This is an optimization exercise on Yosys and OpenROAD, whose aim is small area, not a production implementation. Function was not checked in any run shown here: the RTL went through the layout flow alone. Power is estimated from default activity; no workload was simulated.

**flow/config.mk**
```make
export PLATFORM = sky130hd
export DESIGN_NAME = odin_neuron_update
export DESIGN_NICKNAME = odin_neuron_update
export VERILOG_FILES = /design/flow/design.v
export SDC_FILE = /design/flow/constraint.sdc
export NUM_CORES = 4
export LEC_CHECK = 0
export CAP_MARGIN = 20
export CORE_MARGIN = 2
export CORE_UTILIZATION = 40
export SLEW_MARGIN = 20
```
**flow/constraint.sdc**
```tcl
create_clock -name core_clock -period 12.0 [get_ports {CLK}]
set_input_delay 2.4000 -clock core_clock [delete_from_list [all_inputs] [get_ports {CLK}]]
set_output_delay 2.4000 -clock core_clock [all_outputs]
set_load 0.01 [all_outputs]
```
**flow/design.v**
```verilog
module izh_stimulation_strength ( 
    input  wire [          2:0] param_stim_thr,           
    input  wire [          3:0] state_stim_str,           
    input  wire [          3:0] state_stim_str_tmp,       
    input  wire [          1:0] state_stim0_prev,         
    input  wire [          1:0] state_inhexc_prev,        
    input  wire                 ovfl_inh,                 
    input  wire                 ovfl_exc,                 
    input  wire                 event_tref,               
    output reg  [          3:0] state_stim_str_next,      
    output reg  [          3:0] state_stim_str_tmp_next,  
    output reg  [          1:0] state_stim0_prev_next,    
    output reg  [          1:0] state_inhexc_prev_next,   
    output wire                 stim_gt_thr_exc,          
    output wire                 stim_tmp_gt_thr_exc,      
    output wire                 stim_gt_thr_inh,          
    output wire                 stim_tmp_gt_thr_inh,      
    output wire                 stim_lone_spike_exc,      
    output wire                 stim_lone_spike_inh,      
    output wire                 stim_zero                 
);
    assign stim_gt_thr_exc     = ~state_stim_str[3]     && (      state_stim_str[2:0]  >=       param_stim_thr );
    assign stim_tmp_gt_thr_exc = ~state_stim_str_tmp[3] && (  state_stim_str_tmp[2:0]  >=       param_stim_thr );
    assign stim_gt_thr_inh     =  state_stim_str[3]     && ((    -state_stim_str     ) >= {1'b0,param_stim_thr});
    assign stim_tmp_gt_thr_inh =  state_stim_str_tmp[3] && ((-state_stim_str_tmp     ) >= {1'b0,param_stim_thr});
    assign stim_lone_spike_exc =  event_tref && (state_stim_str_tmp == 4'b0) && ~state_stim0_prev[1] && state_inhexc_prev[0];
    assign stim_lone_spike_inh =  event_tref && (state_stim_str_tmp == 4'b0) && ~state_stim0_prev[1] && state_inhexc_prev[1];
    assign stim_zero           =  event_tref && (state_stim_str_tmp == 4'b0);
    always @(*) begin 
        if (event_tref)
            state_stim_str_tmp_next = 4'b0;
        else if (ovfl_exc && (state_stim_str_tmp != 4'b0111))
            state_stim_str_tmp_next = state_stim_str_tmp + 4'b1;
        else if (ovfl_inh && (state_stim_str_tmp != 4'b1001))
            state_stim_str_tmp_next = state_stim_str_tmp - 4'b1;
        else
            state_stim_str_tmp_next = state_stim_str_tmp;
    end
    always @(*) begin 
        if (event_tref)
            state_stim_str_next = state_stim_str_tmp;
        else
            state_stim_str_next = state_stim_str;
    end
    always @(*) begin 
        if (event_tref)
            state_stim0_prev_next = {state_stim0_prev[0], ~(state_stim_str_tmp == 4'b0)};
        else
            state_stim0_prev_next = state_stim0_prev;
    end
    always @(*) begin 
        if (event_tref)
            state_inhexc_prev_next = {stim_tmp_gt_thr_inh, stim_tmp_gt_thr_exc};
        else
            state_inhexc_prev_next = state_inhexc_prev;
    end
endmodule 
module izh_effective_threshold ( 
    input  wire [          2:0] param_thr,                
    input  wire                 param_thrvar_en,          
    input  wire                 param_thr_sel_of,         
    input  wire [          3:0] param_thrleak,            
    input  wire                 param_acc_en,             
    input  wire                 param_burst_incr,         
    input  wire [          3:0] state_thrmod,             
    input  wire [          3:0] state_thrleak_cnt,        
    input  wire [          3:0] state_stim_str_tmp,       
    input  wire                 ovfl_inh,                 
    input  wire                 ovfl_exc,                 
    input  wire                 event_tref,               
    input  wire [          6:0] event_out,                
    output reg  [          3:0] state_thrmod_next,        
    output reg  [          3:0] state_thrleak_cnt_next,   
    output wire [          3:0] threshold_eff             
);
    reg        thr_leak;
    wire [3:0] predicted_acc_thr;
    wire       spike_out;
    assign predicted_acc_thr = param_acc_en ? (state_stim_str_tmp + {1'b0,param_thr}): 4'b0;
    assign spike_out         = event_out[6];
    always @(*) begin 
        if (param_acc_en)
            if (event_tref)
                if (~state_stim_str_tmp[3] && predicted_acc_thr[3])
                    state_thrmod_next = 4'b0111 - {1'b0,param_thr};
                else if (state_stim_str_tmp[3] && predicted_acc_thr[3])
                    state_thrmod_next = 4'b0001 - {1'b0,param_thr};
                else
                    state_thrmod_next = state_stim_str_tmp;
            else 
                state_thrmod_next = state_thrmod;
        else if (param_thrvar_en)
            if (param_thr_sel_of ? spike_out : ovfl_exc)
                state_thrmod_next = param_burst_incr ? (((4'b0111 - threshold_eff) < {1'b0,event_out[5:3]+{2'b0,~&event_out[5:3]}}) ? 4'b0111 : (state_thrmod + {1'b0,event_out[5:3]+{2'b0,~&event_out[5:3]}})) : ((threshold_eff == 4'b0111) ? state_thrmod : (state_thrmod + 4'b1));
            else if (~param_thr_sel_of && ovfl_inh)
                state_thrmod_next = (threshold_eff == 4'b0001) ? state_thrmod : (state_thrmod - 4'b1);
            else if (thr_leak && |state_thrmod)
                state_thrmod_next = state_thrmod[3] ? (state_thrmod + 4'b1) : (state_thrmod - 4'b1);
            else 
                state_thrmod_next = state_thrmod;
        else
            state_thrmod_next = state_thrmod;
    end
    assign threshold_eff = {1'b0,param_thr} + state_thrmod;
    always @(*) begin 
        if (param_thrvar_en && |param_thrleak && event_tref)
            if (state_thrleak_cnt == (param_thrleak - 4'b1)) begin
                state_thrleak_cnt_next = 4'b0;
                thr_leak               = 1'b1;
            end else begin
                state_thrleak_cnt_next = state_thrleak_cnt + 4'b1;
                thr_leak               = 1'b0;
            end
        else begin
            state_thrleak_cnt_next = state_thrleak_cnt;
            thr_leak               = 1'b0;
        end
    end
endmodule
module izh_calcium ( 
    input  wire                 param_ca_en,              
    input  wire [          2:0] param_thetamem,           
    input  wire [          2:0] param_ca_theta1,          
    input  wire [          2:0] param_ca_theta2,          
    input  wire [          2:0] param_ca_theta3,          
    input  wire [          4:0] param_caleak,             
    input  wire                 param_burst_incr,         
    input  wire [          2:0] state_calcium,            
    input  wire [          4:0] state_caleak_cnt,         
    input  wire [          3:0] state_core_next,          
    input  wire [          6:0] event_out,                
    input  wire                 event_tref,               
    output wire                 v_up_next,                
    output wire                 v_down_next,              
    output reg  [          2:0] state_calcium_next,       
    output reg  [          4:0] state_caleak_cnt_next     
);
    reg    ca_leak;
    wire   spike_out;
    assign spike_out   = event_out[6];
    assign v_up_next   = param_ca_en && ~state_core_next[3] && (state_core_next[2:0] >= param_thetamem) && (param_ca_theta1 <= state_calcium_next) && (state_calcium_next < param_ca_theta3);
    assign v_down_next = param_ca_en && ~state_core_next[3] && (state_core_next[2:0] <  param_thetamem) && (param_ca_theta1 <= state_calcium_next) && (state_calcium_next < param_ca_theta2);
    always @(*) begin 
        if (param_ca_en) 
            if (spike_out && ~ca_leak && ~&state_calcium)
                state_calcium_next = param_burst_incr ? (((3'b111 - state_calcium) < (event_out[5:3] + {2'b0,~&event_out[5:3]})) ? 3'b111 : (state_calcium + event_out[5:3] + {2'b0,~&event_out[5:3]})) : (state_calcium + 3'b1);
            else if (ca_leak && ~spike_out && |state_calcium)
                state_calcium_next = state_calcium - 3'b1;
            else
                state_calcium_next = state_calcium;
        else
            state_calcium_next = state_calcium;
    end
    always @(*) begin 
        if (param_ca_en && |param_caleak && event_tref)
            if (state_caleak_cnt == (param_caleak - 5'b1)) begin
                state_caleak_cnt_next = 5'b0;
                ca_leak               = 1'b1;
            end else begin
                state_caleak_cnt_next = state_caleak_cnt + 5'b1;
                ca_leak               = 1'b0;
            end
        else begin
            state_caleak_cnt_next = state_caleak_cnt;
            ca_leak               = 1'b0;
        end
    end
endmodule
module izh_neuron_state (
    input  wire [          2:0] param_spk_ref,           
    input  wire [          2:0] param_isi_ref,           
    input  wire [          2:0] param_rfr,               
    input  wire [          2:0] param_dapdel,            
    input  wire                 param_spklat_en,         
    input  wire                 param_dap_en,            
    input  wire                 param_phasic_en,         
    input  wire                 param_mixed_en,          
    input  wire                 param_class2_en,         
    input  wire                 param_neg_en,            
    input  wire                 param_rebound_en,        
    input  wire                 param_inhin_en,          
    input  wire                 param_bist_en,           
    input  wire                 param_reson_en,          
    input  wire                 param_acc_en,            
    input  wire                 param_reson_sharp_en,    
    input  wire [          2:0] param_reson_sharp_amt,   
    input  wire                 state_refrac,            
    input  wire [          3:0] state_core,              
    input  wire [          2:0] state_dapdel_cnt,        
    input  wire                 state_phasic_lock,       
    input  wire                 state_mixed_lock,        
    input  wire                 state_spkout_done,       
    input  wire                 state_bist_lock,         
    input  wire                 state_inhin_lock,        
    input  wire [          1:0] state_reson_sign,        
    input  wire                 state_burst_lock,        
    input  wire [          3:0] state_stim_str_tmp,      
    input  wire                 ovfl_leak,               
    input  wire                 ovfl_inh,                
    input  wire                 ovfl_exc,                
    input  wire                 event_tref,              
    input  wire                 burst_end,               
    input  wire                 stim_gt_thr_exc,         
    input  wire                 stim_tmp_gt_thr_exc,     
    input  wire                 stim_gt_thr_inh,         
    input  wire                 stim_tmp_gt_thr_inh,     
    input  wire                 stim_lone_spike_exc,     
    input  wire                 stim_lone_spike_inh,     
    input  wire                 stim_zero,               
    input  wire [          3:0] threshold_eff,           
    output wire                 state_refrac_next,       
    output wire [          3:0] state_core_next,         
    output reg  [          2:0] state_dapdel_cnt_next,   
    output reg                  state_phasic_lock_next,  
    output reg                  state_mixed_lock_next,   
    output reg                  state_spkout_done_next,  
    output reg                  state_bist_lock_next,    
    output reg                  state_inhin_lock_next,   
    output wire [          1:0] state_reson_sign_next,   
    output reg                  state_burst_lock_next,   
    output wire [          6:0] event_out                
);
    reg [3:0] state_core_next_i;
    reg [1:0] state_reson_sign_next_i;
    reg    spike_out;
    wire   refrac_en;
    wire   dap_event, spklat_event;
    assign event_out             = state_mixed_lock ? {spike_out, 3'b000, 3'b0} : {spike_out, param_spk_ref, param_isi_ref};
    assign refrac_en             = ~param_dap_en & |param_rfr;
    always @(*) begin 
        if (param_spklat_en && |state_dapdel_cnt)
            state_core_next_i = state_core;
        else if (state_phasic_lock && ~|state_core)
            state_core_next_i = state_core;
        else
            if (event_tref)
                if      (param_reson_en)
                    state_core_next_i = (state_reson_sign == 2'd3) ? (state_core - 4'b1) : state_core;
                else if (state_refrac)
                    state_core_next_i = state_burst_lock ? state_core : (state_core + 4'b1);
                else if (param_acc_en)
                    state_core_next_i = state_spkout_done ? state_core : (state_core - state_stim_str_tmp);
                else if (param_dap_en && (state_dapdel_cnt == 3'b1) && (state_core > 4'b0))
                    state_core_next_i = 4'b0;
                else if (ovfl_leak && |state_core)
                    state_core_next_i = state_core[3] ? (state_core + 4'b1) : (state_core - 4'b1);
                else
                    state_core_next_i = state_core;
            else if (ovfl_inh)
                if (param_reson_en)
                    state_core_next_i = (((state_reson_sign == 2'd3) || (state_reson_sign == 2'd1)) && ~(state_core == 4'b0111)) ? (state_core + 4'b1) : ((((state_reson_sign == 2'd2) || (state_reson_sign == 2'd0)) && ~(state_core == 4'b0)) ? (state_core - 4'b1) : state_core);
                else
                    state_core_next_i = state_refrac ? state_core : ((param_neg_en ? (state_core == 4'b1000) : ~|state_core) ? state_core : (state_core - 1'b1)); 
            else if (ovfl_exc)
                if (param_reson_en)
                    state_core_next_i = (((state_reson_sign == 2'd3) || (state_reson_sign == 2'd1)) && ~(state_core == 4'b0)) ? (state_core - 4'b1) : ((((state_reson_sign == 2'd2) || (state_reson_sign == 2'd0)) && ~(state_core == 4'b0111)) ? (state_core + 4'b1) : state_core);
                else
                    state_core_next_i = state_refrac ? state_core : ((param_class2_en && ~stim_gt_thr_exc && ~stim_tmp_gt_thr_exc) ? state_core: ((state_core == 4'b0111) ? state_core : (state_core + 1'b1)));
            else 
                state_core_next_i = state_core;
    end
    assign spklat_event      =  param_spklat_en & (state_core_next_i == threshold_eff) & (state_core != threshold_eff);
    assign dap_event         =  param_dap_en & spike_out;
    assign state_refrac_next = (spike_out || state_inhin_lock_next) ? (refrac_en && ~param_reson_en) : ((state_core_next_i == 4'b0) ? 1'b0 : state_refrac);
    always @(*) begin 
        if (~param_reson_en)
            state_reson_sign_next_i = 2'd0;
        else
            if (event_tref)
                if (~|state_core)
                    state_reson_sign_next_i = 2'd0;
                else begin
                    case(state_reson_sign) 
                        2'd0      : state_reson_sign_next_i = 2'd3;
                        2'd1      : state_reson_sign_next_i = 2'd2;
                        2'd2: state_reson_sign_next_i = 2'd0;
                        2'd3: if (state_core_next_i == 4'b0)
                                            state_reson_sign_next_i = 2'd0;
                                        else
                                            state_reson_sign_next_i = 2'd1;
                        default:        state_reson_sign_next_i = state_reson_sign;
                    endcase
                end
            else
                state_reson_sign_next_i = state_reson_sign;
    end
    always @(*) begin 
        if (param_reson_sharp_en)
            if (event_tref && ~&state_dapdel_cnt)
                state_dapdel_cnt_next = state_dapdel_cnt + 3'b1;
            else if (ovfl_exc)
                state_dapdel_cnt_next = 3'b0;
            else 
                state_dapdel_cnt_next = state_dapdel_cnt;
        else
            if (dap_event || spklat_event)
                state_dapdel_cnt_next = param_dapdel;
            else
                if (event_tref && |state_dapdel_cnt)
                    state_dapdel_cnt_next = state_dapdel_cnt - 3'b1;
                else 
                    state_dapdel_cnt_next = state_dapdel_cnt;
    end
    always @(*) begin 
        if (spike_out && (stim_tmp_gt_thr_exc || stim_gt_thr_exc)) begin
            state_phasic_lock_next = param_phasic_en;
            state_mixed_lock_next  = param_mixed_en;
        end else if (event_tref && state_spkout_done && (~|state_core || state_refrac) && stim_tmp_gt_thr_exc) begin
            state_phasic_lock_next = param_phasic_en;
            state_mixed_lock_next  = param_mixed_en;
        end else if (~stim_gt_thr_exc) begin
            state_phasic_lock_next = 1'b0;
            state_mixed_lock_next  = 1'b0;
        end else begin
            state_phasic_lock_next = state_phasic_lock;
            state_mixed_lock_next  = state_mixed_lock;
        end
    end
    always @(*) begin 
        if (event_tref)
            state_spkout_done_next = 1'b0;
        else if (spike_out)
            state_spkout_done_next = 1'b1;
        else
            state_spkout_done_next = state_spkout_done;
    end
    always @(*) begin 
        if (event_tref && param_bist_en)
            state_bist_lock_next = stim_lone_spike_exc ? ~state_bist_lock : state_bist_lock;
        else
            state_bist_lock_next = state_bist_lock;
    end
    always @(*) begin 
        if (param_inhin_en && ~state_refrac && ((-state_core) == threshold_eff))
            state_inhin_lock_next = 1'b1;
        else if (event_tref && state_inhin_lock && (stim_zero))
            state_inhin_lock_next = 1'b0;
        else
            state_inhin_lock_next = state_inhin_lock;
    end
    always @(*) begin 
        if (param_reson_sharp_en)
            spike_out = (ovfl_exc && (state_dapdel_cnt == param_reson_sharp_amt));
        else if (param_spklat_en)
            spike_out = (event_tref && (state_dapdel_cnt == 3'b1));
        else if (param_rebound_en)
            spike_out = stim_lone_spike_inh || (state_core_next_i == threshold_eff);
        else if (param_bist_en)
            spike_out = (~state_bist_lock && stim_lone_spike_exc) || (state_bist_lock && ~|state_core_next_i) || (state_core_next_i == threshold_eff);
        else if (state_inhin_lock)
            spike_out = (state_core_next_i == 4'b0);
        else if (param_reson_en)
            spike_out = (state_reson_sign_next_i == 2'd0) && (state_core_next_i == threshold_eff);
        else
            spike_out = (state_core_next_i == threshold_eff);
    end
    always @(*) begin 
        if (event_out[6] && |event_out[5:3])
            state_burst_lock_next = 1'b1;
        else if (burst_end)
            state_burst_lock_next = 1'b0;
        else
            state_burst_lock_next = state_burst_lock;
    end
    assign state_reson_sign_next = (spike_out && param_reson_en) ?                                                                  2'd1 : state_reson_sign_next_i;
    assign state_core_next       =  spike_out                    ? ((param_dap_en || param_reson_en) ? {1'b0,param_rfr} : -{1'b0,param_rfr}) : state_core_next_i;
endmodule 
module odin_neuron_update (
    input  wire          CLK,
    input  wire [127:0]  NEUR_STATE,                
    input  wire [ 31:0]  SYNARRAY_RDATA,            
    input  wire          SYN_SIGN,                  
    input  wire [  2:0]  NEUR_ADDR_LSB,             
    input  wire [  4:0]  CTRL_NEUR_VIRTS,           
    input  wire          CTRL_NEUR_EVENT,           
    input  wire          CTRL_NEUR_TREF,            
    input  wire          CTRL_NEUR_BURST_END,       
    input  wire          SPI_PROPAGATE_UNMAPPED_SYN,
    output reg  [ 57:0]  NEUR_STATE_NEXT,           
    output reg           NEUR_V_UP_NEXT,
    output reg           NEUR_V_DOWN_NEXT,
    output reg  [  6:0]  NEUR_EVENT_OUT,
    output wire [ 14:0]  NEUR_STATE_MONITOR
);
    wire [127:0] S = NEUR_STATE;
    wire         lif = S[0];
    wire [ 3:0] syn_w4     = SYNARRAY_RDATA >> {NEUR_ADDR_LSB, 2'b0};
    wire        virt       = |CTRL_NEUR_VIRTS;
    wire [ 2:0] syn_weight = virt ? CTRL_NEUR_VIRTS[4:2] : (syn_w4[2:0] & {3{syn_w4[3] | SPI_PROPAGATE_UNMAPPED_SYN}});
    wire        syn_sign   = virt ? CTRL_NEUR_VIRTS[1]   : SYN_SIGN;
    wire        time_ref   = virt ? CTRL_NEUR_VIRTS[0]   : CTRL_NEUR_TREF;
    wire event_leak = CTRL_NEUR_EVENT &  time_ref;
    wire event_exc  = CTRL_NEUR_EVENT & ~time_ref & ~syn_sign;
    wire event_inh  = CTRL_NEUR_EVENT & ~time_ref &  syn_sign;
    wire        do_leak = event_leak & S[8];
    wire        sub     = do_leak | event_inh;
    wire [ 7:0] opb     = do_leak ? {1'b0, S[7:1]} : ((event_exc | event_inh) ? {5'b0, syn_weight} : 8'b0);
    wire [ 8:0] low     = {1'b0, S[77:70]} + {1'b0, opb ^ {8{sub}}} + {8'b0, sub};
    wire [ 2:0] high    = S[80:78] + {3{sub}} + {2'b0, low[8]};
    wire [10:0] acc     = {high, low[7:0]};
    wire [7:0] lif_core_i  = sub ? (low[8] ? low[7:0] : 8'h00) : (low[8] ? 8'hFF : low[7:0]);
    wire       lif_spike   = (lif_core_i >= S[16:9]);
    wire [7:0] lif_core_n  = lif_spike ? 8'd0 : lif_core_i;
    wire       lif_ca_en   = S[17];
    wire [2:0] lif_cal     = S[80:78];
    wire [4:0] lif_cnt     = S[85:81];
    wire       lif_cnt_en  = lif_ca_en & (|S[39:35]) & event_leak;
    wire       lif_cnt_eq  = (lif_cnt == (S[39:35] - 5'b1));
    wire       lif_ca_leak = lif_cnt_en & lif_cnt_eq;
    wire [4:0] lif_cnt_n   = lif_cnt_en ? (lif_cnt_eq ? 5'b0 : lif_cnt + 5'b1) : lif_cnt;
    wire [2:0] lif_cal_n   = ~lif_ca_en ? lif_cal :
                             (lif_spike & ~lif_ca_leak & ~&lif_cal) ? lif_cal + 3'b1 :
                             (lif_ca_leak & ~lif_spike & |lif_cal) ? lif_cal - 3'b1 : lif_cal;
    wire       lif_ca_win1 = (S[28:26] <= lif_cal_n);
    wire       lif_v_up    = lif_ca_en &  (lif_core_n >= S[25:18]) & lif_ca_win1 & (lif_cal_n < S[34:32]);
    wire       lif_v_down  = lif_ca_en & ~(lif_core_n >= S[25:18]) & lif_ca_win1 & (lif_cal_n < S[31:29]);
    reg  izh_fi, izh_fi_n;
    always @(*)
        case (S[11:9])
            3'd0 : begin izh_fi = S[73]; izh_fi_n = acc[3 ]; end
            3'd1 : begin izh_fi = S[74]; izh_fi_n = acc[4 ]; end
            3'd2 : begin izh_fi = S[75]; izh_fi_n = acc[5 ]; end
            3'd3 : begin izh_fi = S[76]; izh_fi_n = acc[6 ]; end
            3'd4 : begin izh_fi = S[77]; izh_fi_n = acc[7 ]; end
            3'd5 : begin izh_fi = S[78]; izh_fi_n = acc[8 ]; end
            3'd6 : begin izh_fi = S[79]; izh_fi_n = acc[9 ]; end
            default : begin izh_fi = S[80]; izh_fi_n = acc[10]; end
        endcase
    wire toggle    = izh_fi ^ izh_fi_n;
    wire ovfl_leak = toggle & event_leak;
    wire ovfl_exc  = toggle & event_exc;
    wire ovfl_inh  = toggle & event_inh;
    wire       stim_gt_thr_exc, stim_gt_thr_inh;
    wire       stim_tmp_gt_thr_exc, stim_tmp_gt_thr_inh;
    wire       stim_lone_spike_exc, stim_lone_spike_inh;
    wire       stim_zero;
    wire [3:0] threshold_eff;
    wire [6:0] izh_event_out;
    wire [3:0] izh_core_n;
    wire [54:0] izh_n;
    assign izh_n[10:0] = acc;
    izh_stimulation_strength stimulation_strength_0 (
        .param_stim_thr(S[32:30]),
        .state_stim_str(S[92:89]),
        .state_stim_str_tmp(S[96:93]),
        .state_stim0_prev(S[101:100]),
        .state_inhexc_prev(S[103:102]),
        .ovfl_inh(ovfl_inh),
        .ovfl_exc(ovfl_exc),
        .event_tref(event_leak),
        .state_stim_str_next(izh_n[22:19]),
        .state_stim_str_tmp_next(izh_n[26:23]),
        .state_stim0_prev_next(izh_n[31:30]),
        .state_inhexc_prev_next(izh_n[33:32]),
        .stim_gt_thr_exc(stim_gt_thr_exc),
        .stim_tmp_gt_thr_exc(stim_tmp_gt_thr_exc),
        .stim_gt_thr_inh(stim_gt_thr_inh),
        .stim_tmp_gt_thr_inh(stim_tmp_gt_thr_inh),
        .stim_lone_spike_exc(stim_lone_spike_exc),
        .stim_lone_spike_inh(stim_lone_spike_inh),
        .stim_zero(stim_zero)
    );
    izh_effective_threshold effective_threshold_0 (
        .param_thr(S[21:19]),
        .param_thrvar_en(S[41]),
        .param_thr_sel_of(S[42]),
        .param_thrleak(S[46:43]),
        .param_acc_en(S[47]),
        .param_burst_incr(S[66]),
        .state_thrmod(S[111:108]),
        .state_thrleak_cnt(S[115:112]),
        .state_stim_str_tmp(S[96:93]),
        .ovfl_inh(ovfl_inh),
        .ovfl_exc(ovfl_exc),
        .event_tref(event_leak),
        .event_out(izh_event_out),
        .state_thrmod_next(izh_n[41:38]),
        .state_thrleak_cnt_next(izh_n[45:42]),
        .threshold_eff(threshold_eff)
    );
    wire izh_v_up, izh_v_down;
    izh_calcium calcium_0 (
        .param_ca_en(S[48]),
        .param_thetamem(S[51:49]),
        .param_ca_theta1(S[54:52]),
        .param_ca_theta2(S[57:55]),
        .param_ca_theta3(S[60:58]),
        .param_caleak(S[65:61]),
        .param_burst_incr(S[66]),
        .state_calcium(S[118:116]),
        .state_caleak_cnt(S[123:119]),
        .state_core_next(izh_n[15:12]),
        .event_out(izh_event_out),
        .event_tref(event_leak),
        .v_up_next(izh_v_up),
        .v_down_next(izh_v_down),
        .state_calcium_next(izh_n[48:46]),
        .state_caleak_cnt_next(izh_n[53:49])
    );
    izh_neuron_state neuron_state_0 (
        .param_spk_ref(S[14:12]),
        .param_isi_ref(S[17:15]),
        .param_rfr(S[24:22]),
        .param_dapdel(S[27:25]),
        .param_spklat_en(S[28]),
        .param_dap_en(S[29]),
        .param_phasic_en(S[33]),
        .param_mixed_en(S[34]),
        .param_class2_en(S[35]),
        .param_neg_en(S[36]),
        .param_rebound_en(S[37]),
        .param_inhin_en(S[38]),
        .param_bist_en(S[39]),
        .param_reson_en(S[40]),
        .param_acc_en(S[47]),
        .param_reson_sharp_en(S[18]),
        .param_reson_sharp_amt(S[69:67]),
        .state_refrac(S[81]),
        .state_core(S[85:82]),
        .state_dapdel_cnt(S[88:86]),
        .state_phasic_lock(S[97]),
        .state_mixed_lock(S[98]),
        .state_spkout_done(S[99]),
        .state_bist_lock(S[104]),
        .state_inhin_lock(S[105]),
        .state_reson_sign(S[107:106]),
        .state_burst_lock(S[124]),
        .state_stim_str_tmp(S[96:93]),
        .ovfl_leak(ovfl_leak),
        .ovfl_inh(ovfl_inh),
        .ovfl_exc(ovfl_exc),
        .event_tref(event_leak),
        .burst_end(CTRL_NEUR_BURST_END),
        .stim_gt_thr_exc(stim_gt_thr_exc),
        .stim_tmp_gt_thr_exc(stim_tmp_gt_thr_exc),
        .stim_gt_thr_inh(stim_gt_thr_inh),
        .stim_tmp_gt_thr_inh(stim_tmp_gt_thr_inh),
        .stim_lone_spike_exc(stim_lone_spike_exc),
        .stim_lone_spike_inh(stim_lone_spike_inh),
        .stim_zero(stim_zero),
        .threshold_eff(threshold_eff),
        .state_refrac_next(izh_n[11]),
        .state_core_next(izh_n[15:12]),
        .state_dapdel_cnt_next(izh_n[18:16]),
        .state_phasic_lock_next(izh_n[27]),
        .state_mixed_lock_next(izh_n[28]),
        .state_spkout_done_next(izh_n[29]),
        .state_bist_lock_next(izh_n[34]),
        .state_inhin_lock_next(izh_n[35]),
        .state_reson_sign_next(izh_n[37:36]),
        .state_burst_lock_next(izh_n[54]),
        .event_out(izh_event_out)
    );
    reg lif_q;
    always @(posedge CLK) begin
        lif_q            <= lif;
        NEUR_STATE_NEXT  <= lif ? {S[127:86], lif_cnt_n, lif_cal_n, lif_core_n}
                                : {S[127:125], izh_n};
        NEUR_V_UP_NEXT   <= lif ? lif_v_up   : izh_v_up;
        NEUR_V_DOWN_NEXT <= lif ? lif_v_down : izh_v_down;
        NEUR_EVENT_OUT   <= S[127] ? 7'b0 : (lif ? {lif_spike, 6'b0} : izh_event_out);
    end
    assign NEUR_STATE_MONITOR = {NEUR_V_UP_NEXT, NEUR_V_DOWN_NEXT,
                                 lif_q ? NEUR_STATE_NEXT[10:8] : NEUR_STATE_NEXT[48:46],
                                 lif_q ? 2'b0 : NEUR_STATE_NEXT[37:36],
                                 lif_q ? NEUR_STATE_NEXT[7:4] : 4'b0,
                                 lif_q ? NEUR_STATE_NEXT[3:0] : NEUR_STATE_NEXT[15:12]};
endmodule
```
**flow/flow/run.sh**
```bash
#!/bin/bash
# Own layout flow: the standard ORFS flow, with two changes.
#  - Synthesis (own_synth.tcl): the standard synthesis script, except that
#    arithmetic is left as plain gates for ABC (no full/half adder cell
#    extraction) and ABC uses an area-oriented script (abc_area_deep.script).
#    The registers, their names and cell types are those of the standard synthesis.
#  - Port buffers use the smallest buffer cell (buf_1) instead of the one
#    buffer_ports picks by default.
set -euo pipefail
W=$(pwd)
sed -e "s#@ABC_SCRIPT@#$W/flow/abc_area_deep.script#" -e "s#@FLOW_SYNTH@#$W/synth_recipe.tcl#" flow/own_synth.tcl > own_synth.tcl
bash standard.sh \
  SYNTH_SCRIPT=$W/own_synth.tcl \
  "BUFFER_PORTS_ARGS=-buffer_cell sky130_fd_sc_hd__buf_1" \
  finish > standard_flow.log 2>&1
```
**flow/flow/abc_area_deep.script**
```
strash
&get -n
&deepsyn -T 60
&put
dch -f
amap
topo
stime -c
```
**flow/flow/own_synth.tcl**
```tcl
# The standard synthesis (synth_recipe.tcl) with two changes: arithmetic is
# left as plain gates for ABC (no full/half adder cell extraction), and ABC
# runs an area-oriented script instead of ORFS's speed script.
proc extract_fa {args} { puts "own flow: full/half adder extraction skipped" }
proc abc {args} {
  set i [lsearch -exact $args -script]
  if { $i >= 0 } { set args [lreplace $args $i [expr {$i + 1}] -script @ABC_SCRIPT@] }
  yosys abc {*}$args
}
source @FLOW_SYNTH@
```
**flow/standard.sh**
```bash
#!/bin/bash
# synth_recipe.tcl (not shown) runs the flow's synth.tcl, then flattens the netlist and writes it again
# the make line also repeats each setting of config.mk as NAME=value (left out here)
make -C /OpenROAD-flow-scripts/flow DESIGN_CONFIG=/design/flow/config.mk WORK_HOME=/design/flow/orfs CLKGATE_MAP_FILE= SYNTH_SCRIPT=/design/flow/synth_recipe.tcl "${@:-finish}"
```
==> flow_summary_export.csv, run 1 <==
group,metric,value,unit
floorplanning,fp.dieW,125,um
worst_setup_path,slowest_stage,"o41ai_2",
placement,place_hpwl,20.2,mm
worst_setup_path,end_kind,"register",
final_layout,layout_commonest_cell,"buf_1",
synth,syn_avg_cell_area,6.15,sq um
final_layout,stdcell_count,1427,
clock_tree,cts-root-buf,"clkbuf_16",
global_route,grt_pass1_vias,7423,
synth,yosys.cell_types.count,48,
sta,timing.hold.ws,2.15,ns
pwr,vdd_drop_max,0.0000715,V
global_route,grt_pass1_wl,38.5,mm
synth,async_reset_ff_share,0,%
worst_setup_path,cp.arrival,11.39,ns
global_route,grt_max_degree,34,
pwr,p_int,0.000509,W
sta,drv_slew,0,
clock_tree,clockBufferDepth,2,
clock_tree,numCtsBuffers,9,
placement,gp_congestion,0.980,
final_layout,finalNetCount,1413,
global_route,grt.overflow.total,0,
floorplanning,die_y,125,um
route,routedWlPerCell,17.3,um
final_layout,final_core_util,52.6,%
clock_tree,cts_tree,"built",
placement,numPlacedInstances,1410,
route,drt_iter0_markers,821,
worst_setup_path,critPathLaunchType,"primary input",
hold_path,min_path_type,"primary input to register",
synth,syn_nets,1127,
pwr,powerDensity,105,nW/um^2
synth,netlist_area,5860,sq um
worst_setup_path,cpMostUsedCell,"nand2_1",
sta,period_needed,11.16,ns
pwr,p_sw,0.000288,W
floorplanning,start_util,40.6,%
synth,synthCells,953,
final_layout,layout_common_cells,"buf_1, nor2_1, clkinv_1",
pwr,comb_power_share,35.2,%
final_layout,synthToLayoutAreaGrowth,29.4,%
pwr,finalPower,0.000796,W
sta,tightest_slew,0.907,ns
global_route,track_usage,30.5,%
synth,synth-seq-cells,68,
route,ant_nets,0,
route,num_vias,8354,
worst_setup_path,slowest_delay,0.35,ns
route,vias_per_cell,5.85,
clock_tree,cts.clk_slew.worst_paths,0.05,ns
pwr,clock_power_share,32.6,%
synth,yosysWarnings,5,
run_status,status,"finished clean",
clock_tree,htree_levels,3,
global_route,antenna_found_initial,0,
synth,ys_seq_area_share,23.2,%
route,firstDrtPassIters,6,
sta,setup-violations-final,0,
worst_setup_path,critPathKind,"primary input to register",
floorplanning,coreArea,14400,sq um
worst_setup_path,critPathRequiredTime,12.23,ns
clock_tree,clock-sinks,68,
pwr,switching_share,36.1,%
route,wl,24.7,mm
floorplanning,row_count,44,
placement,portBuffers,255,
sta,fin_crit_sh,93.0,%
synth,synth_edf_count,0,
worst_setup_path,critPathMaxFanout,6,
route,post-route-drc-count,0,
floorplanning,boundaryPins,256,
pwr,power.share.sequential,32.2,%
sta,setup_tns,0,ns
sta,relSlewSlack,39.5,%
sta,fmax,89.6,MHz
job,max-cap-violations,0,
floorplanning,dieArea,15600,sq um
pwr,p_leak,2.60,nW
synth,synthFlopType,"dfxtp_1",
final_layout,layout-drive-gt1-share,4.59,%
final_layout,antenna_cells,0,
sta,finalHoldViolCount,0,
## state kept, by name, summed over array words and instances, names as in the netlist
name / count
NEUR_STATE_NEXT: 58
NEUR_EVENT_OUT: 7
NEUR_V_DOWN_NEXT: 1
NEUR_V_UP_NEXT: 1
lif_q: 1
## final cells by class
type,count,area [sq um]
flip-flops and latches,68,1360
inverters,135,507
repair buffers,277,1120
clock buffers,13,250
well taps,184,230
multi-input cells,748,4080
fillers,1570,6840
clock inverters,2,35.0
## logic make-up (layout without fill, tap and decap cells)
family	Yosys count	in the layout	share of synthesized area [%]
and+or+nand+nor	392	392	28.0
AOI/OAI and AO/OA	356	356	39.8
buffers and inverters	137	427	8.91
DFF	68	68	23.2
## Yosys cell counts, types with 3 or more instances
master / instances / area share (%)
o21a_1: 8 / 1.0
nor4_1: 11 / 1.2
a222oi_1: 3 / 0.51
nand3_1: 13 / 1.1
or2_0: 9 / 0.96
a31oi_1: 29 / 3.1
o32ai_1: 11 / 1.6
a22o_1: 7 / 1.0
nor3_1: 32 / 2.7
o21ai_0: 84 / 7.2
a221oi_1: 7 / 1.0
o31ai_1: 3 / 0.38
a22oi_1: 8 / 1.0
a2111oi_0: 3 / 0.45
o221ai_1: 20 / 3.0
o22ai_1: 47 / 5.0
nand4_1: 3 / 0.32
o211ai_1: 5 / 0.64
o221a_1: 5 / 0.96
dfxtp_1: 68 / 23
a21oi_1: 69 / 5.9
o32a_1: 3 / 0.51
a32oi_1: 5 / 0.75
nor2_1: 201 / 13
or4_1: 3 / 0.38
o311ai_0: 5 / 0.75
nor2b_1: 11 / 1.2
clkinv_1: 135 / 8.7
a211oi_1: 13 / 1.7
nand2_1: 103 / 6.6
and2_0: 3 / 0.32
o2111ai_1: 3 / 0.45
## power by group through the flow
stage / combinational, W / clock, W / sequential (W)
finish: 0.000280 / 0.000260 / 0.000256
detailed placement: 0.000267 / 0 / 0.000261
floorplan: 0.000149 / 0 / 0.000270
global placement: 0.000267 / 0 / 0.000261
CTS: 0.000268 / 0.000264 / 0.000257
global route: 0.000308 / 0.000272 / 0.000258
## critical path, delay by kind of cell
| family | cells | cell delay [ns] |
|---|---|---|
| AOI/OAI and AO/OA | 27 | 4.88 |
| buffers and inverters | 9 | 1.01 |
| and+or+nand+nor | 22 | 3.08 |
## repair_timing
item	CTS	global route
setup endpoints to repair	1	24
pin swaps	0	5
hold buffers	0	0
gates resized for setup	1	31
setup buffers	0	2
## routing by layer
metal	vias up	share of wire [%]	GRT usage (%)
li1	4081	-	-
met1	3775	43	41.8
met2	447	45	47.5
met3	51	10	6.93
met4	0	2.3	10.6
met5	-	0	0
## metrics by stage
stage	instance area [sq um]	worst slack (ns)
after global placement	7180	0.124
after CTS	7470	0.104
after detailed placement	7180	-0.330
after global routing	7580	-0.0112
final	7580	0.844
after floorplan	5860	0.225
## path summary, 6_finish.rpt
kind | startpoint | to | slack [ns] | cells after the start
min | NEUR_STATE[126] | NEUR_STATE_NEXT[56]$_DFF_P_ | 2.15 | 1
max | NEUR_ADDR_LSB[0] | NEUR_V_DOWN_NEXT$_DFF_P_ | 0.84 | 58
==> run 2: changes to the inputs <==
==> flow/run.sh (new file) <==
#!/bin/bash
# synth_recipe.tcl (not shown) runs the flow's synth.tcl, then flattens the netlist and writes it again
# the make line also repeats each setting of config.mk as NAME=value (left out here)
make -C /OpenROAD-flow-scripts/flow DESIGN_CONFIG=/design/flow/config.mk WORK_HOME=/design/flow/orfs CLKGATE_MAP_FILE= SYNTH_SCRIPT=/design/flow/synth_recipe.tcl finish
removed: flow/flow/run.sh
removed: flow/flow/abc_area_deep.script
removed: flow/flow/own_synth.tcl
removed: flow/standard.sh
==> run 2 against run 1 <==
  * Cell count is 22% higher
  * Largest power group unchanged
  * Critical path depth is 18 lower
  * Setup slack worse by 0.26 ns
  * Wire length is 41% higher
  * Hold slack better by 0.34 ns
==> flow_summary_export.csv, run 2 <==
group,metric,value,unit
run_status,status,"finished clean",
placement,gp_congestion,0.988,
placement,portBuffers,255,
synth,yosys.cell_types.count,97,
worst_setup_path,cpMostUsedCell,"a21oi_1",
placement,place_hpwl,28.2,mm
global_route,track_usage,28.4,%
final_layout,fin_area,12400,sq um
final_layout,layout-drive-gt1-share,7.49,%
final_layout,registers.top_by_ff_count,"NEUR_STATE_NEXT",
placement,dpl_worst_slack,0.0386,ns
final_layout,layout_common_cells,"clkdlybuf4s50_1, nand2_1, nor2_1",
synth,synthFlopType,"dfxtp_1",
clock_tree,cts-root-buf,"clkbuf_16",
sta,setup-violations-final,0,
worst_setup_path,slowest_delay,0.59,ns
synth,syn_nets,1488,
global_route,grt_pass1_wl,53.6,mm
sta,finalHoldViolCount,0,
job,max-cap-violations,0,
sta,fin_ws,0.584,ns
pwr,p_leak,5.24,nW
worst_setup_path,critPathKind,"primary input to register",
clock_tree,clockBufferDepth,2,
synth,yosysWarnings,5,
global_route,grt.overflow.total,0,
synth,yosys.area_share.xor_xnor,7.50,%
worst_setup_path,critPathRequiredTime,12.27,ns
global_route,grt_max_degree,48,
floorplanning,dieArea,24000,sq um
worst_setup_path,end_kind,"register",
synth,synth_top_cell_area_share,15.0,%
floorplanning,coreArea,22500,sq um
clock_tree,cts_tree,"built",
sta,timing.hold.ws,2.49,ns
synth,synthMuxAreaShare,6.69,%
sta,period_needed,11.42,ns
final_layout,finalNetCount,1727,
synth,synthCells,1211,
pwr,vdd_drop_max,0.0000486,V
synth,synth_top_family_by_area,"compound AO/OA/AOI/OAI gates",
sta,fin_crit_sh,95.1,%
sta,drv_slew,0,
sta,relSlewSlack,37.0,%
placement,placed_area,12000,sq um
synth,synth_compound_area_share,26.8,%
synth,synth_edf_count,0,
final_layout,antenna_cells,0,
route,drt_iter0_markers,988,
synth,synthTopCellsByArea,"dfxtp_1, ha_1, nand2_1",
final_layout,largest_reg_flops,58,
synth,ys_seq_area_share,15.0,%
floorplanning,row_count,55,
route,routedWlPerCell,20.0,um
pwr,powerDensity,91.2,nW/um^2
final_layout,n_fill_cell,2174,
floorplanning,fp.dieW,155,um
global_route,grt_pass1_vias,9645,
clock_tree,htree_levels,3,
route,ant_nets,0,
pwr,finalPower,0.00113,W
floorplanning,boundaryPins,256,
final_layout,layout_commonest_cell,"clkdlybuf4s50_1",
global_route,antenna_found_initial,0,
synth,yosysTopAreaCell,"dfxtp_1",
worst_setup_path,cp.arrival,11.69,ns
clock_tree,clock-sinks,68,
synth,synth-seq-cells,68,
route,post-route-drc-count,0,
floorplanning,die_y,155,um
clock_tree,cts.clk_slew.worst_paths,0.07,ns
sta,tightest_slew,0.941,ns
synth,netlist_area,9090,sq um
route,firstDrtPassIters,6,
final_layout,synthToLayoutAreaGrowth,36.1,%
worst_setup_path,critPathMaxFanout,10,
clock_tree,numCtsBuffers,9,
sta,fmax,87.6,MHz
sta,setup_tns,0,ns
route,num_vias,10100,
floorplanning,start_util,40.4,%
synth,yosys-top-cells-count,"nand2_1, nor2_1, ha_1",
worst_setup_path,slowest_stage,"or4_4",
route,vias_per_cell,5.79,
final_layout,reg_top3,"NEUR_STATE_NEXT: 58 flops, NEUR_EVENT_OUT: 7 flops",
route,wl,34.8,mm
synth,synth.most_common_cell,"nand2_1",
worst_setup_path,critPathLaunchType,"primary input",
synth,syn_avg_cell_area,7.51,sq um
synth,synthAdderAreaFrac,15.2,%
synth,async_reset_ff_share,0,%
synth,synth_simple_gate_area_share,22.5,%
hold_path,min_path_type,"primary input to register",
[run 2: changes by cell type after synthesis, moves of 22 or more]
cell | before | now
and2_1 | 0 | 22
clkbuf_1 | 0 | 45
nand3_1 | 13 | 40
xor2_1 | 0 | 31
ha_1 | 0 | 95
xnor2_1 | 0 | 45
nor2_1 | 201 | 99
a21o_1 | 1 | 29
clkinv_1 | 135 | 1
inv_1 | 0 | 87
o22ai_1 | 47 | 11
[run 2: path summary, 6_finish.rpt]
path                             start                           to  depth (start not counted)
worst max-delay path  NEUR_ADDR_LSB[0]     NEUR_V_DOWN_NEXT$_DFF_P_                         40
worst min-delay path   NEUR_STATE[125]  NEUR_STATE_NEXT[55]$_DFF_P_                          1
[run 2: logic make-up after synthesis]
logic type | count (synthesis)
muxes | 47
buffers and inverters | 146
xor gates and xnor gates | 77
adders and majority gates | 106
AOI/OAI and AO/OA | 351
DFF | 68
and+or+nand+nor | 416
[run 2: critical path, delay by kind of cell]
kind / cells / cell delay, ns
mux: 1 / 0.37
fa+ha+maj: 4 / 1.41
compound gates: 21 / 4.02
xor+xnor: 1 / 0.14
simple gates: 10 / 2.49
buf+inv: 3 / 0.84
[run 2: power breakdown]
part	internal, W	switching [W]
sequential	0.000251	0.0000110
clock	0.000162	0.000123
combinational	0.000275	0.000306
[run 2: area by class of cell]
cell class,count,area (sq um),area share [%]
sequential,68,1360,11.0
timing repair buffer,285,2770,22.4
clock buffer,9,225,1.82
inverter,89,334,2.70
tap,285,357,2.88
multi-input combinational,997,7250,58.6
clock inverter,7,76.3,0.617
[run 2: what timing repair did]
item                                    4_1_cts  5_1_grt
hold buffers                                  0        0
buffers inserted                              0        2
resized for setup                             0       16
endpoints found under the setup margin        0        2
[run 2: through the flow]
stage               std cells  util, %
floorplan                1211        -
detailed placement       1722     53.2
global route             1740     55.0
CTS                      1738     54.5
global placement         1722     53.2
finish                   1740     55.0
[run 2: routing by layer]
layer	wire length [um]	GRT usage (%)	vias to the layer above
li1	-	-	4897
met1	15400	38.7	4649
met2	15800	45.2	475
met3	2640	4.93	60
met4	993	10.0	0
met5	0	0	-

==> re-timing with driven ports <==
No port has a modelled driver above. Below, the same layouts with a new extraction and two added sets of constraints. Step 1 sets driving cells, clkbuf_16 on the clock port and buf_2 on the other inputs (assumed; they add their load-dependent delay and slew). Step 2 moves the port delays by t, midway between the first and last clock arrival at a register: inputs arrive t later, outputs are due t later. That takes back most of the time a late clock gives input paths. a / b / c = ideal ports / drivers / drivers and shift; a / b = the first two.
| run | t (ns) | setup slack, ns | hold slack, ns | worst setup path at the end | latest minus earliest clock arrival (ns) |
|---|---|---|---|---|---|
| run 1 | 0.386 | 0.844 / 0.860 / 0.474 | 2.147 / 2.129 / 2.515 | input to register | 0.008 / 0.008 |
| run 2 | 0.390 | 0.584 / 0.603 / 0.213 | 2.489 / 2.473 / 2.863 | input to register | 0.006 / 0.006 |
After both steps every run listed still meets setup and hold. The setup slack of run 2, which loses most, moves by +0.019 ns with the drivers and by -0.371 ns with both steps.
